This design comes from an exercise in tuning for small area on the open sky130 flow, not from production work.
The RTL was checked by simulation tests, not by an equivalence proof against the original design.
The clock input has no modelled driver; a real chip could not lean on it and would need a root buffer or a full tree.
No activity file was given, so power comes from the tool's default toggle rates.

==> flow/design.v <==
module pxconv(
    input clk,
    input rst,
	input [15:0] axi_to_pxconv_data,
	input axi_to_pxconv_valid,
	input pixel_ack,
	output reg pxconv_to_axi_ready_to_rd,
	output [11:0] pxconv_to_axi_mst_length,
	output [3:0] pxconv_to_bram_we,
	output [31:0] pxconv_to_bram_data,
	output reg pxconv_to_bram_wr_en,
	output [31:0] pxconv_to_bram_addr,
	output busy,
	output reg wnd_in_bram
    );
	genvar i;
	wire [4:0] r = axi_to_pxconv_data[15:11];
	wire [5:0] g = axi_to_pxconv_data[10:5];
	wire [4:0] b = axi_to_pxconv_data[4:0];
	wire [5:0] rb;
	wire [5:0] c1;
	assign c1[0] = 1'b0;
	generate for (i = 0; i < 5; i = i + 1) begin : add_rb
		assign rb[i] = r[i] ^ b[i] ^ c1[i];
		assign c1[i+1] = (r[i] & b[i]) | (c1[i] & (r[i] ^ b[i]));
	end endgenerate
	assign rb[5] = c1[5];
	wire [7:0] s;
	wire [6:0] c2;
	assign s[0] = g[0];
	assign c2[1] = 1'b0;
	generate for (i = 1; i < 6; i = i + 1) begin : add_s
		assign s[i] = rb[i-1] ^ g[i] ^ c2[i];
		assign c2[i+1] = (rb[i-1] & g[i]) | (c2[i] & (rb[i-1] ^ g[i]));
	end endgenerate
	assign s[6] = rb[5] ^ c2[6];
	assign s[7] = rb[5] & c2[6];
	wire [1:0] rem [0:8];
	wire [7:0] quo;
	assign rem[8] = 2'd0;
	generate for (i = 7; i >= 0; i = i - 1) begin : div3
		assign quo[i] = rem[i+1][1] | (rem[i+1][0] & s[i]);
		assign rem[i][1] = rem[i+1][1] ? s[i] : (rem[i+1][0] & ~s[i]);
		assign rem[i][0] = rem[i+1][1] ? ~s[i] : (~rem[i+1][0] & s[i]);
	end endgenerate
	wire [7:0] grey = {quo[5:0], rem[0]};
	reg [7:0] grey_d;    
	reg [7:0] data_q;    
	reg [18:0] px_cnt;   
	reg [12:0] addr_q;   
	reg valid_d;         
	reg wnd_d;           
	assign pxconv_to_axi_mst_length = 12'h080;
	assign pxconv_to_bram_we = 4'hf;
	assign pxconv_to_bram_data = {24'b0, data_q};
	assign pxconv_to_bram_addr = {19'b0, addr_q};
	assign busy = pxconv_to_bram_wr_en;
	always @(posedge clk) begin
		grey_d <= grey;
		data_q <= grey_d;
	end
	wire px_last = px_cnt[18] & px_cnt[15] & px_cnt[13] & px_cnt[12];
	wire px_wrap = axi_to_pxconv_valid & px_last;
	wire [19:0] px_t;
	wire [18:0] px_inc;
	assign px_t[0] = axi_to_pxconv_valid;
	generate for (i = 0; i < 19; i = i + 1) begin : px_ha
		assign px_inc[i] = px_cnt[i] ^ px_t[i];
		assign px_t[i+1] = px_cnt[i] & px_t[i];
	end endgenerate
	localparam [18:0] PX_LAST_BITS = 19'h4B001;
	wire addr_last = addr_q[12] & addr_q[10];
	wire addr_wrap = valid_d & addr_last;
	wire [13:0] addr_t;
	wire [12:0] addr_inc;
	assign addr_t[0] = valid_d;
	generate for (i = 0; i < 13; i = i + 1) begin : addr_ha
		assign addr_inc[i] = addr_q[i] ^ addr_t[i];
		assign addr_t[i+1] = addr_q[i] & addr_t[i];
	end endgenerate
	localparam [12:0] ADDR_LAST_BITS = 13'h1401;
	generate for (i = 0; i < 19; i = i + 1) begin : px_bit
		always @(posedge clk)
			px_cnt[i] <= ~rst & px_inc[i] & ~(PX_LAST_BITS[i] & px_wrap);
	end endgenerate
	generate for (i = 0; i < 13; i = i + 1) begin : addr_bit
		always @(posedge clk)
			if (i == 12 || i == 10)
				addr_q[i] <= rst | (addr_inc[i] & ~addr_wrap);
			else
				addr_q[i] <= ~rst & addr_inc[i] & ~(ADDR_LAST_BITS[i] & addr_wrap);
	end endgenerate
	wire px_hi = |px_cnt[18:13];
	wire px_ge_1400 = px_hi | (px_cnt[12] & (px_cnt[11] | px_cnt[10]));
	wire px_ge_13ff = px_ge_1400 | (px_cnt[12] & (&px_cnt[9:0]));
	always @(posedge clk) begin
		valid_d <= ~rst & axi_to_pxconv_valid;
		pxconv_to_bram_wr_en <= ~rst & valid_d;
		pxconv_to_axi_ready_to_rd <= ~rst & (~px_ge_13ff | pixel_ack);
		wnd_d <= ~rst & px_ge_1400;
		wnd_in_bram <= ~rst & wnd_d;
	end
endmodule
export LEC_CHECK = 0
export ABC_AREA = 1
export CAP_MARGIN = 20
export CORE_MARGIN = 2
export CORE_UTILIZATION = 40
export SLEW_MARGIN = 20
create_clock -name core_clock -period 10.0 [get_ports {clk}]
standard.sh (not shown) runs the stock make flow with config.mk's settings and CLKGATE_MAP_FILE= SYNTH_SCRIPT=/design/flow/synth_recipe.tcl, a recipe that flattens the netlist after the stock synthesis.
==> flow/flow/run.sh <==
#!/bin/bash
# The standard layout, with these changes to how it is built:
#  - after the standard synthesis, the combinational logic between the registers is mapped
#    again by ABC with a stronger area script (the registers, ports, tie cells and port
#    buffers of the standard synthesis are kept as they are, with their names);
#  - the constant outputs share the synthesis's single tie-high and tie-low cells instead of
#    getting one tie cell each;
#  - the port buffers are the smallest buffer, buf_1;
#  - the clock tree is a few leaf buffers driven from the clock port (flow/post_cts.tcl).
# Each tool's output goes to a log of its own in this folder.
set -euo pipefail
export SKIP_REPAIR_TIE_FANOUT=1
export BUFFER_PORTS_ARGS="-buffer_cell sky130_fd_sc_hd__buf_1"
DEEPSYN_T=${DEEPSYN_T:-60}
# CTS without dummy loads; its tree is then replaced by flow/post_cts.tcl
export CTS_ARGS="-sink_clustering_enable -repair_clock_nets -dont_use_dummy_load"
export FLOW_FLOW_DIR=$PWD/flow
export POST_CTS_TCL=$PWD/flow/post_cts.tcl

bash standard.sh synth > standard_synth.log 2>&1

RES=orfs/results/${FLOW_PLATFORM}/pxconv/base
LIB=${FLOW_HOME}/platforms/${FLOW_PLATFORM}/lib/sky130_fd_sc_hd__tt_025C_1v80.lib
cp $RES/1_2_yosys.v standard_1_2_yosys.v

# cells kept as they are: registers, tie cells and the buffers synthesis put on the ports
keep=$(grep -oE 'sky130_fd_sc_hd__(df|conb|buf_4)[a-z0-9_]*' standard_1_2_yosys.v | sort -u)
dont_use=$(grep -oE 'cell \("sky130_fd_sc_hd__(lpflow_|probe)[a-z0-9_]*' $LIB | sed 's/cell ("//' | sort -u)
{
  echo "read_liberty -ignore_miss_func $LIB"
  echo "read_verilog standard_1_2_yosys.v"
  echo "hierarchy -top $FLOW_TOP"
  for c in $keep; do echo "setattr -mod -set blackbox 1 $c"; done
  echo "flatten"
  echo "hierarchy -top $FLOW_TOP"
  echo "opt_clean -purge"
  echo "stat -liberty $LIB"
  printf 'abc -liberty %s' "$LIB"
  for c in $dont_use; do printf ' -dont_use %s' "$c"; done
  echo " -script +strash;&get,-n;&deepsyn,-T,${DEEPSYN_T};&put;dch,-f;amap;topo"
  echo "opt_clean -purge"
  echo "rename -enumerate -pattern _r%_"
  echo "stat -liberty $LIB"
  echo "write_verilog -noattr -noexpr -nohex -nodec resynth.v"
} > resynth.ys
yosys -s resynth.ys > resynth.log 2>&1

cp resynth.v $RES/1_2_yosys.v
touch $RES/1_2_yosys.v
bash standard.sh > standard.log 2>&1
==> flow/flow/post_cts.tcl <==
# Runs at the end of ORFS's CTS step: swaps CTS's tree (a root buffer and four leaf buffers)
# for 3 leaf buffers that the clock port drives directly.
source $::env(FLOW_FLOW_DIR)/clock_tree.tcl
my_clock_tree 3 sky130_fd_sc_hd__clkbuf_8
set_placement_padding -global -left $::env(CELL_PAD_IN_SITES_DETAIL_PLACEMENT) -right $::env(CELL_PAD_IN_SITES_DETAIL_PLACEMENT)
detailed_placement
check_placement -verbose
estimate_parasitics -placement
report_worst_slack -max
report_worst_slack -min
Other scripts of this flow, unchanged in this note and not shown: flow/flow/clock_tree.tcl
Change:
--- a/flow/flow/run.sh
+++ b/flow/flow/run.sh
@@ -4 +4 @@
-#    again by ABC with a stronger area script (the registers, ports, tie cells and port
+#    again by ABC with a stronger area script, the best of several seeds (the registers, ports, tie cells and port
@@ -14 +14,2 @@
-DEEPSYN_T=${DEEPSYN_T:-60}
+DEEPSYN_T=${DEEPSYN_T:-30}
+SEEDS="0 1 2 3 4 5 6 7 8 9 10 11"
@@ -29,18 +30,31 @@
-{
-  echo "read_liberty -ignore_miss_func $LIB"
-  echo "read_verilog standard_1_2_yosys.v"
-  echo "hierarchy -top $FLOW_TOP"
-  for c in $keep; do echo "setattr -mod -set blackbox 1 $c"; done
-  echo "flatten"
-  echo "hierarchy -top $FLOW_TOP"
-  echo "opt_clean -purge"
-  echo "stat -liberty $LIB"
-  printf 'abc -liberty %s' "$LIB"
-  for c in $dont_use; do printf ' -dont_use %s' "$c"; done
-  echo " -script +strash;&get,-n;&deepsyn,-T,${DEEPSYN_T};&put;dch,-f;amap;topo"
-  echo "opt_clean -purge"
-  echo "rename -enumerate -pattern _r%_"
-  echo "stat -liberty $LIB"
-  echo "write_verilog -noattr -noexpr -nohex -nodec resynth.v"
-} > resynth.ys
-yosys -s resynth.ys > resynth.log 2>&1
+# ABC's deep synthesis is a randomised search: run it with several seeds and keep the
+# smallest result.
+mkdir -p resynth
+for seed in $SEEDS; do
+  {
+    echo "read_liberty -ignore_miss_func $LIB"
+    echo "read_verilog standard_1_2_yosys.v"
+    echo "hierarchy -top $FLOW_TOP"
+    for c in $keep; do echo "setattr -mod -set blackbox 1 $c"; done
+    echo "flatten"
+    echo "hierarchy -top $FLOW_TOP"
+    echo "opt_clean -purge"
+    echo "stat -liberty $LIB"
+    printf 'abc -liberty %s' "$LIB"
+    for c in $dont_use; do printf ' -dont_use %s' "$c"; done
+    echo " -script +strash;dc2;&get,-n;&deepsyn,-T,${DEEPSYN_T},-S,${seed};&put;dc2;dch,-f;amap;topo"
+    echo "opt_clean -purge"
+    echo "rename -enumerate -pattern _r%_"
+    echo "tee -o resynth/area_${seed}.txt stat -liberty $LIB"
+    echo "write_verilog -noattr -noexpr -nohex -nodec resynth/resynth_${seed}.v"
+  } > resynth/resynth_${seed}.ys
+done
+printf '%s\n' $SEEDS | xargs -P ${NUM_CORES:-4} -I{} sh -c 'yosys -s resynth/resynth_{}.ys > resynth/resynth_{}.log 2>&1'
+best=""
+for seed in $SEEDS; do
+  a=$(grep -E 'Chip area' resynth/area_${seed}.txt | awk '{print $NF}')
+  echo "seed $seed area $a" >> resynth/areas.log
+  if [[ -z "$best" ]] || awk -v a="$a" -v b="$besta" 'BEGIN{exit !(a < b)}'; then best=$seed; besta=$a; fi
+done
+echo "best seed $best area $besta" >> resynth/areas.log
+cp resynth/resynth_${best}.v resynth.v
- CAP_MARGIN: 20 -> 0
- SLEW_MARGIN: 20 -> 0
After rerunning: Register-to-register slack gets better by 110 ps. Clock skew rose by 9.5 ps. Design area fell by a few percent. Synthesized area fell by a few percent. Core utilization fell by 0.53 points. Power rose slightly. Combinational power fell slightly. Flip-flop and latch count stays the same. Critical path depth fell by 2. Setup slack gets better by 680 ps.
Change:
==> flow/flow/run.sh (replaced) <==
#!/bin/bash
# The standard layout, with three changes to how it is built:
#  - after the standard synthesis, the combinational logic between the registers is mapped
#    again by ABC with a stronger area script (the registers, ports, tie cells and port
#    buffers of the standard synthesis are kept as they are, with their names);
#  - the constant outputs share the synthesis's single tie-high and tie-low cells instead of
#    getting one tie cell each;
#  - the port buffers are the smallest buffer, buf_1;
#  - the clock tree is a few leaf buffers driven from the clock port (flow/post_cts.tcl).
# Each tool's output goes to a log of its own in this folder.
set -euo pipefail
export SKIP_REPAIR_TIE_FANOUT=1
export BUFFER_PORTS_ARGS="-buffer_cell sky130_fd_sc_hd__buf_1"
DEEPSYN_T=${DEEPSYN_T:-60}
# CTS without dummy loads; its tree is then replaced by flow/post_cts.tcl
export CTS_ARGS="-sink_clustering_enable -repair_clock_nets -dont_use_dummy_load"
export FLOW_FLOW_DIR=$PWD/flow
export POST_CTS_TCL=$PWD/flow/post_cts.tcl

bash standard.sh synth > standard_synth.log 2>&1

RES=orfs/results/${FLOW_PLATFORM}/pxconv/base
LIB=${FLOW_HOME}/platforms/${FLOW_PLATFORM}/lib/sky130_fd_sc_hd__tt_025C_1v80.lib
cp $RES/1_2_yosys.v standard_1_2_yosys.v

# cells kept as they are: registers, tie cells and the buffers synthesis put on the ports
keep=$(grep -oE 'sky130_fd_sc_hd__(df|conb|buf_4)[a-z0-9_]*' standard_1_2_yosys.v | sort -u)
dont_use=$(grep -oE 'cell \("sky130_fd_sc_hd__(lpflow_|probe)[a-z0-9_]*' $LIB | sed 's/cell ("//' | sort -u)
{
  echo "read_liberty -ignore_miss_func $LIB"
  echo "read_verilog standard_1_2_yosys.v"
  echo "hierarchy -top $FLOW_TOP"
  for c in $keep; do echo "setattr -mod -set blackbox 1 $c"; done
  echo "flatten"
  echo "hierarchy -top $FLOW_TOP"
  echo "opt_clean -purge"
  echo "stat -liberty $LIB"
  printf 'abc -liberty %s' "$LIB"
  for c in $dont_use; do printf ' -dont_use %s' "$c"; done
  echo " -script +strash;&get,-n;&deepsyn,-T,${DEEPSYN_T};&put;dch,-f;amap;topo"
  echo "opt_clean -purge"
  echo "rename -enumerate -pattern _r%_"
  echo "stat -liberty $LIB"
  echo "write_verilog -noattr -noexpr -nohex -nodec resynth.v"
} > resynth.ys
yosys -s resynth.ys > resynth.log 2>&1

cp resynth.v $RES/1_2_yosys.v
touch $RES/1_2_yosys.v
bash standard.sh > standard.log 2>&1
- CAP_MARGIN: 0 -> 20
- SLEW_MARGIN: 0 -> 20
Synthesized area rises by 2.4%.
Cell count rises by 3.8%.
Die area increases by 2.3%.
Fmax is lower by 11%.
Sequential share of layout area shrinks by 1.1 points.
Design area came out higher by 2.6%.
Worst setup slack gets worse by 680 ps.
Sequential cell count does not change.
Routed wire length went up by 0.49%.
Via count came out higher by 1.8%.
Change:
--- a/flow/flow/post_cts.tcl
+++ b/flow/flow/post_cts.tcl
@@ -2 +2 @@
-# for 3 leaf buffers that the clock port drives directly.
+# for 2 leaf buffers that the clock port drives directly.
@@ -4 +4 @@
-my_clock_tree 3 sky130_fd_sc_hd__clkbuf_8
+my_clock_tree 2 sky130_fd_sc_hd__clkbuf_16
Design area increases by 0.37%.
Die area does not change.
Combinational power hardly moves.
Worst setup slack improves by 8.3 ps.
Sequential power barely changes.
Area after synthesis is unchanged.
Via count is about the same.
Sequential cell count stays the same.
Final cell count barely changes.
Register-to-register slack barely changes.
Routed wire length is about the same.

==> re-timing with driven ports <==
How much do the figures lean on ideal ports? The routed layouts below were timed once more, with nothing changed but the port constraints. Step 1, drivers: a clkbuf_16 drives clk and a buf_2 each remaining input, both assumed. Step 2 also shifts input and output timing later by t, the mid clock arrival at the registers, as if the neighbouring blocks saw the same clock. Three values: ideal, step 1, step 2; two values: the first two.
| run | t (ns) | slack for setup (ns) | worst hold slack (ns) | worst data-port slew with drivers (ns) | pins driven straight from the clock port |
|---|---|---|---|---|---|
| the first run | 0.200 | 3.896 / 3.918 / 3.718 | 0.337 / 0.337 / 0.337 | 0.03 | 3 |
| the second run | 0.203 | 4.580 / 4.606 / 4.403 | 0.338 / 0.338 / 0.338 | 0.03 | 3 |
| the third run | 0.200 | 3.896 / 3.918 / 3.718 | 0.337 / 0.337 / 0.337 | 0.03 | 3 |
| the fourth run | 0.202 | 3.904 / 3.929 / 3.728 | 0.336 / 0.336 / 0.336 | 0.03 | 2 |
After both steps setup and hold are still met in every run listed.
